This is an optimization exercise on Yosys and OpenROAD, whose aim is small area, not a production implementation.
RTL that was checked went through simulation tests only; none was proved equivalent to the original.

==> inputs of job 3726 <==
// FIR2
module FIR2 (X, clk, Y, reset);
   input  [11:0] X;
   input  clk;
   output [13:0] Y;
   input  reset;
   reg [13:0] Y;
   reg [11:0] d1, d2, d3, d4, d5, d6, d7, d8, d9, d10, d11, d12, d13, d14, d15, d16, d17, d18, d19, d20, d21, d22, d23, d24, d25, d26, d27, d28, d29, d30, d31, d32, d33, d34, d35, d36, d37, d38, d39, d40, d41, d42, d43, d44, d45, d46, d47, d48, d49, d50, d51, d52, d53, d54, d55, d56, d57, d58;
   always @(posedge clk) begin
      d1 <= X;
      d2 <= d1;
      d3 <= d2;
      d4 <= d3;
      d5 <= d4;
      d6 <= d5;
      d7 <= d6;
      d8 <= d7;
      d9 <= d8;
      d10 <= d9;
      d11 <= d10;
      d12 <= d11;
      d13 <= d12;
      d14 <= d13;
      d15 <= d14;
      d16 <= d15;
      d17 <= d16;
      d18 <= d17;
      d19 <= d18;
      d20 <= d19;
      d21 <= d20;
      d22 <= d21;
      d23 <= d22;
      d24 <= d23;
      d25 <= d24;
      d26 <= d25;
      d27 <= d26;
      d28 <= d27;
      d29 <= d28;
      d30 <= d29;
      d31 <= d30;
      d32 <= d31;
      d33 <= d32;
      d34 <= d33;
      d35 <= d34;
      d36 <= d35;
      d37 <= d36;
      d38 <= d37;
      d39 <= d38;
      d40 <= d39;
      d41 <= d40;
      d42 <= d41;
      d43 <= d42;
      d44 <= d43;
      d45 <= d44;
      d46 <= d45;
      d47 <= d46;
      d48 <= d47;
      d49 <= d48;
      d50 <= d49;
      d51 <= d50;
      d52 <= d51;
      d53 <= d52;
      d54 <= d53;
      d55 <= d54;
      d56 <= d55;
      d57 <= d56;
      d58 <= d57;
   end
   reg [5:0] cnt;
   always @(posedge clk or posedge reset)
      if (reset) cnt <= 6'd0;
      else if (cnt != 6'd63) cnt <= cnt + 6'd1;
   wire v2 = (cnt[5] | (cnt[4] | (cnt[3] | (cnt[2] | cnt[1]))));
   wire [11:0] m2 = ~(d2 & {12{v2}});
   wire v4 = (cnt[5] | (cnt[4] | (cnt[3] | cnt[2])));
   wire [11:0] m4 = ~(d4 & {12{v4}});
   wire v6 = (cnt[5] | (cnt[4] | (cnt[3] | (cnt[2] & cnt[1]))));
   wire [11:0] m6 = ~(d6 & {12{v6}});
   wire v8 = (cnt[5] | (cnt[4] | cnt[3]));
   wire [11:0] m8 = ~(d8 & {12{v8}});
   wire v10 = (cnt[5] | (cnt[4] | (cnt[3] & (cnt[2] | cnt[1]))));
   wire [11:0] m10 = ~(d10 & {12{v10}});
   wire v12 = (cnt[5] | (cnt[4] | (cnt[3] & cnt[2])));
   wire [11:0] m12 = ~(d12 & {12{v12}});
   wire v14 = (cnt[5] | (cnt[4] | (cnt[3] & (cnt[2] & cnt[1]))));
  ...
Settings: LEC_CHECK=0, CAP_MARGIN=20, CORE_MARGIN=2, CORE_UTILIZATION=40, CTS_BUF_LIST=sky130_fd_sc_hd__clkbuf_8, CTS_CLUSTER_DIAMETER=60, CTS_CLUSTER_SIZE=16, SLEW_MARGIN=20, SYNTH_HIERARCHICAL=1; clock period 15.0 ns.
standard.sh (not shown) runs the stock make flow with config.mk's settings and CLKGATE_MAP_FILE= SYNTH_SCRIPT=/design/flow/synth_recipe.tcl, a recipe that flattens the netlist after the stock synthesis.
==> flow/flow/run.sh <==
#!/bin/bash
# Standard ORFS flow (the standard.sh), with the port buffers that
# buffer_ports inserts on every input and output made the smallest buffer.
set -o pipefail
export BUFFER_PORTS_ARGS="-buffer_cell sky130_fd_sc_hd__buf_1"
bash standard.sh > standard_flow.log 2>&1
==> job 3826: changes against job 3726 <==
==> flow/run.sh (new file) <==
#!/bin/bash
# synth_recipe.tcl (not shown) runs the flow's synth.tcl, then flattens the netlist and writes it again
# the make line also repeats each setting of config.mk as NAME=value (left out here)
make -C /OpenROAD-flow-scripts/flow DESIGN_CONFIG=/design/flow/config.mk WORK_HOME=/design/flow/orfs CLKGATE_MAP_FILE= SYNTH_SCRIPT=/design/flow/synth_recipe.tcl finish
removed: flow/flow/run.sh
removed: flow/standard.sh
==> results.txt <==
Job 3826 ran to the end with no violations. Job 3726 finished clean.
Die area is the same in job 3726 and job 3826.
Setup slack: job 3726 is higher than job 3826 (0.047 ns).
Sequential share of layout area: job 3726 is higher than job 3826 (0.10 points).
Maximum frequency: job 3726 is higher than job 3826 (about 0.34%).
In sequential cell count, job 3826 and job 3726 do not differ.
In critical path depth, job 3726 and job 3826 do not differ.
Between job 3826 and job 3726, the lower via count is in job 3726 (gap 0.21%, measured against job 3726).
In final cell count, job 3826 and job 3726 hardly differ.
Between job 3826 and job 3726, the lower hold slack is in job 3826 (gap 0.016 ns).
==> figures <==
	job 3826	job 3726
Run status	complete, no violations	complete, no violations
Final WL	84,200 µm	83,200 µm
Number of buffers inserted during clock tree synthesis	59	60
Routed length per placed instance	25.3 µm	25.0 µm
Met3 Resource Use GR	0.0448	0.0577
Post-DR vias/cell	4.75	4.74
Total placed instance area	34,200 µm²	34,000 µm²
Number of inserted filler cells in the final layout	7,152	7,113
Final critical-path required period	13.80 ns	13.76 ns
Number of global-route vias before repair	18,300	18,400
Detailed route wirelength on metal2	39,300 µm	39,000 µm
Finished Core Util	0.439	0.438
Total half-perimeter wirelength after legalization and detailed placement	73,800 µm	73,200 µm
Actual transition at the worst max-transition pin	0.885 ns	0.846 ns
Post-route non-filler standard cell count	3,322	3,324
Final std cell area, no fill	35,300 µm²	35,200 µm²
Fin Clk Skew	0.0529 ns	0.0490 ns
Launch point of the worst hold path	d41[0]	d21[1]

---

==> inputs of build 24 <==
Another version of the RTL of FIR2 (not shown whole).
export LEC_CHECK = 0
export CAP_MARGIN = 20
export CORE_MARGIN = 2
export CORE_UTILIZATION = 40
export CTS_BUF_LIST = sky130_fd_sc_hd__clkbuf_4 sky130_fd_sc_hd__clkbuf_8
export CTS_CLUSTER_DIAMETER = 50
export CTS_CLUSTER_SIZE = 12
export SLEW_MARGIN = 20
export SYNTH_HIERARCHICAL = 1
create_clock -name core_clock -period 15.0 [get_ports {clk}]
==> flow/flow/run.sh <==
#!/bin/bash
# Standard ORFS flow (the standard.sh), with the port buffers that
# buffer_ports inserts on every input and output made the smallest buffer.
set -o pipefail
export BUFFER_PORTS_ARGS="-buffer_cell sky130_fd_sc_hd__buf_1"
bash standard.sh > standard_flow.log 2>&1
==> inputs of trial 9, as changes to build 24 <==
CORE_UTILIZATION = 55   (was 40)
CTS_BUF_LIST = sky130_fd_sc_hd__clkbuf_8   (was sky130_fd_sc_hd__clkbuf_4 sky130_fd_sc_hd__clkbuf_8)
CTS_CLUSTER_DIAMETER = 60   (was 50)
CTS_CLUSTER_SIZE = 16   (was 12)
GPL_TIMING_DRIVEN = 0   (was not set)
==> inputs of build 10, as changes to build 24 <==
CTS_BUF_LIST = sky130_fd_sc_hd__clkbuf_8   (was sky130_fd_sc_hd__clkbuf_4 sky130_fd_sc_hd__clkbuf_8)
CTS_CLUSTER_DIAMETER = 60   (was 50)
CTS_CLUSTER_SIZE = 16   (was 12)
==> comparison <==
- Clock skew: trial 9 < build 10 < build 24.
- Of trial 9 and build 24, trial 9 has the higher first-iteration DRC count (gap 24%, measured against build 24).
- Cell count: trial 9 < build 10 < build 24.
- The highest sequential share of layout area belongs to trial 9, the lowest to build 24.
- In area after synthesis, build 10 and trial 9 do not differ.
- Synthesized cell count is the same in build 10 and trial 9.
- The lowest fmax belongs to trial 9, the highest to build 10.

---

==> amber: inputs <==
FIR2, a different RTL version from the one above (not shown whole).
==> flow/config.mk <==
export PLATFORM = sky130hd
export DESIGN_NAME = FIR2
export DESIGN_NICKNAME = FIR2
export VERILOG_FILES = /design/flow/design.v
export SDC_FILE = /design/flow/constraint.sdc
export NUM_CORES = 4
export LEC_CHECK = 0
export CAP_MARGIN = 20
export CORE_MARGIN = 2
export CORE_UTILIZATION = 40
export CTS_CLUSTER_DIAMETER = 100
export CTS_CLUSTER_SIZE = 30
export SLEW_MARGIN = 20
export SYNTH_HIERARCHICAL = 1
==> flow/constraint.sdc <==
create_clock -name core_clock -period 15.0 [get_ports {clk}]
set_input_delay 3.0000 -clock core_clock [delete_from_list [all_inputs] [get_ports {clk}]]
set_output_delay 3.0000 -clock core_clock [all_outputs]
set_load 0.01 [all_outputs]
run.sh (not shown) runs the stock make flow with config.mk's settings and CLKGATE_MAP_FILE= SYNTH_SCRIPT=/design/flow/synth_recipe.tcl, a recipe that flattens the netlist after the stock synthesis.
Stock flow here: none of the scripts above is used.
==> raven: changes against amber <==
CORE_UTILIZATION = 65   (was 40)
CTS_BUF_LIST = sky130_fd_sc_hd__clkbuf_8   (was default)
CTS_CLUSTER_DIAMETER = 60   (was 100)
CTS_CLUSTER_SIZE = 20   (was 30)
==> juniper: changes against amber <==
CORE_UTILIZATION = 50   (was 40)
CTS_BUF_LIST = sky130_fd_sc_hd__clkbuf_8   (was default)
CTS_CLUSTER_DIAMETER = 60   (was 100)
CTS_CLUSTER_SIZE = 20   (was 30)
==> summary of the runs <==
- The highest fmax belongs to raven, the lowest to amber.
- In area after synthesis, juniper and amber do not differ.
- Via count: raven > juniper > amber.
- In raven the first-iteration DRC count is higher than in juniper, by about 33%.

---

==> wip/harbor: inputs <==
FIR2, a different RTL version from the one above (not shown whole).
==> flow/design.v (excerpt) <==
module FIR2 (X, clk, Y, reset);
   input  [11:0] X;
   input  clk;
   output [13:0] Y;
   input  reset;
   reg [13:0] Y;
   reg [11:0] d1, d2, d3, d4, d5, d6, d7, d8, d9, d10, d11, d12, d13, d14, d15, d16, d17, d18, d19, d20, d21, d22, d23, d24, d25, d26, d27, d28, d29, d30, d31, d32, d33, d34, d35, d36, d37, d38, d39, d40, d41, d42, d43, d44, d45, d46, d47, d48, d49, d50, d51, d52, d53, d54, d55, d56, d57, d58;
   always @(posedge clk) begin
      d1 <= X;
      d2 <= d1;
      d3 <= d2;
      d4 <= d3;
      d5 <= d4;
      d6 <= d5;
      d7 <= d6;
      d8 <= d7;
      d9 <= d8;
      d10 <= d9;
      d11 <= d10;
      d12 <= d11;
      d13 <= d12;
      d14 <= d13;
      d15 <= d14;
      d16 <= d15;
      d17 <= d16;
      d18 <= d17;
      d19 <= d18;
      d20 <= d19;
      d21 <= d20;
      d22 <= d21;
      d23 <= d22;
      d24 <= d23;
      d25 <= d24;
      d26 <= d25;
      d27 <= d26;
      d28 <= d27;
      d29 <= d28;
      d30 <= d29;
      d31 <= d30;
      d32 <= d31;
      d33 <= d32;
      d34 <= d33;
      d35 <= d34;
      d36 <= d35;
      d37 <= d36;
      d38 <= d37;
      d39 <= d38;
      d40 <= d39;
      d41 <= d40;
      d42 <= d41;
      d43 <= d42;
      d44 <= d43;
      d45 <= d44;
      d46 <= d45;
      d47 <= d46;
      d48 <= d47;
      d49 <= d48;
      d50 <= d49;
      d51 <= d50;
      d52 <= d51;
      d53 <= d52;
      d54 <= d53;
      d55 <= d54;
      d56 <= d55;
      d57 <= d56;
      d58 <= d57;
   end
   reg [5:0] cnt;
   always @(posedge clk or posedge reset)
      if (reset) cnt <= 6'd0;
      else if (cnt != 6'd63) cnt <= cnt + 6'd1;
   wire v2 = (cnt[5] | (cnt[4] | (cnt[3] | (cnt[2] | cnt[1]))));
   wire [11:0] m2 = ~(d2 & {12{v2}});
   wire v4 = (cnt[5] | (cnt[4] | (cnt[3] | cnt[2])));
   wire [11:0] m4 = ~(d4 & {12{v4}});
   wire v6 = (cnt[5] | (cnt[4] | (cnt[3] | (cnt[2] & cnt[1]))));
   wire [11:0] m6 = ~(d6 & {12{v6}});
   wire v8 = (cnt[5] | (cnt[4] | cnt[3]));
   wire [11:0] m8 = ~(d8 & {12{v8}});
   wire v10 = (cnt[5] | (cnt[4] | (cnt[3] & (cnt[2] | cnt[1]))));
   wire [11:0] m10 = ~(d10 & {12{v10}});
   wire v12 = (cnt[5] | (cnt[4] | (cnt[3] & cnt[2])));
   wire [11:0] m12 = ~(d12 & {12{v12}});
  ...
clock: 15.0 ns
lec_check: 0
cap_margin: 20
core_margin: 2
core_utilization: 60
cts_buf_list: sky130_fd_sc_hd__clkbuf_4 sky130_fd_sc_hd__clkbuf_8
slew_margin: 20
synth_hierarchical: 1
==> wip/indigo (differences from wip/harbor) <==
CORE_UTILIZATION = 40   (was 60)
CTS_BUF_LIST = not set   (was sky130_fd_sc_hd__clkbuf_4 sky130_fd_sc_hd__clkbuf_8)
==> flow_metrics.tcl <==
set metrics [dict create \
    nClkBuffers 160 \
    nets 3546 \
    cp.depth 38 \
    coreArea_sq_um 59100 \
    dp_cells 3205 \
    hold-path-endpoint "d58[2]" \
    outcome "complete, no violations" \
    use_met2_pct 53.8 \
    multi_input_area_share_pct 51.4 \
    initial_utilization_pct 60.8 \
    fin_util_pct 70.2 \
    clk_share_pct 6.07 \
    arrival_ns 15.30 \
    syn2layout_area_growth_pct 15.4 \
    place_area_sq_um 38600 \
    final_cell_area_sq_um 41500 \
]
Source of the figures above: wip/harbor

==> flow_metrics.tcl <==
set metrics [dict create \
    multi_input_area_share_pct 50.4 \
    fin_util_pct 47.4 \
    clk_share_pct 5.76 \
    dp_cells 3628 \
    final_cell_area_sq_um 42100 \
    place_area_sq_um 39400 \
    hold-path-endpoint "d56[2]" \
    initial_utilization_pct 40.5 \
    use_met2_pct 37.6 \
    nClkBuffers 97 \
    cp.depth 36 \
    syn2layout_area_growth_pct 17.1 \
    outcome "complete, no violations" \
    arrival_ns 15.18 \
]
Source of the figures above: wip/indigo

Function was not checked in any run of this note: the RTL went through the layout flow alone.

static timing again, ports no longer ideal:
In the flow no input, the clock included, has a driving cell. The finished layouts below were timed again as built, in two steps.
Step 1 assumes that a clkbuf_16 drives the clock port and a buf_2 every other input.
Step 2 also shifts input and output timing later by t, the mid clock arrival at the registers, as if the neighbouring blocks saw the same clock.
Three values: no drivers, after step 1, after step 2; two values: the first two.
run | t, ns | setup slack, ns | worst setup path after step 2 | clock arrival spread, ns | worst slew at a driven data input, ns
job 3726 | 0.741 | 1.244 / 1.244 / 1.228 | input to register | 0.053 / 0.054 | 0.04
job 3826 | 0.756 | 1.197 / 1.197 / 1.015 | input to register | 0.063 / 0.062 | 0.04
build 24 | 0.740 | 0.657 / 0.657 / 0.585 | input to register | 0.068 / 0.068 | 0.04
trial 9 | 0.759 | 0.515 / 0.515 / 0.515 | register to register | 0.050 / 0.050 | 0.03
build 10 | 0.766 | 0.730 / 0.730 / 0.592 | input to register | 0.064 / 0.064 | 0.04
amber | 0.698 | 1.056 / 1.056 / 1.056 | register to register | 0.048 / 0.048 | 0.04
raven | 0.760 | 1.250 / 1.250 / 1.250 | register to register | 0.041 / 0.041 | 0.04
juniper | 0.754 | 1.113 / 1.113 / 1.113 | register to register | 0.062 / 0.061 | 0.04
wip/harbor | 0.813 | 0.314 / 0.314 / 0.149 | input to register | 0.068 / 0.068 | 0.04
wip/indigo | 0.703 | 0.333 / 0.333 / 0.189 | input to register | 0.030 / 0.031 | 0.04
After both steps every run listed still meets setup and hold. For job 3826, which loses most, drivers alone change the setup slack by 0.000 ns; drivers and shift together by -0.182 ns.
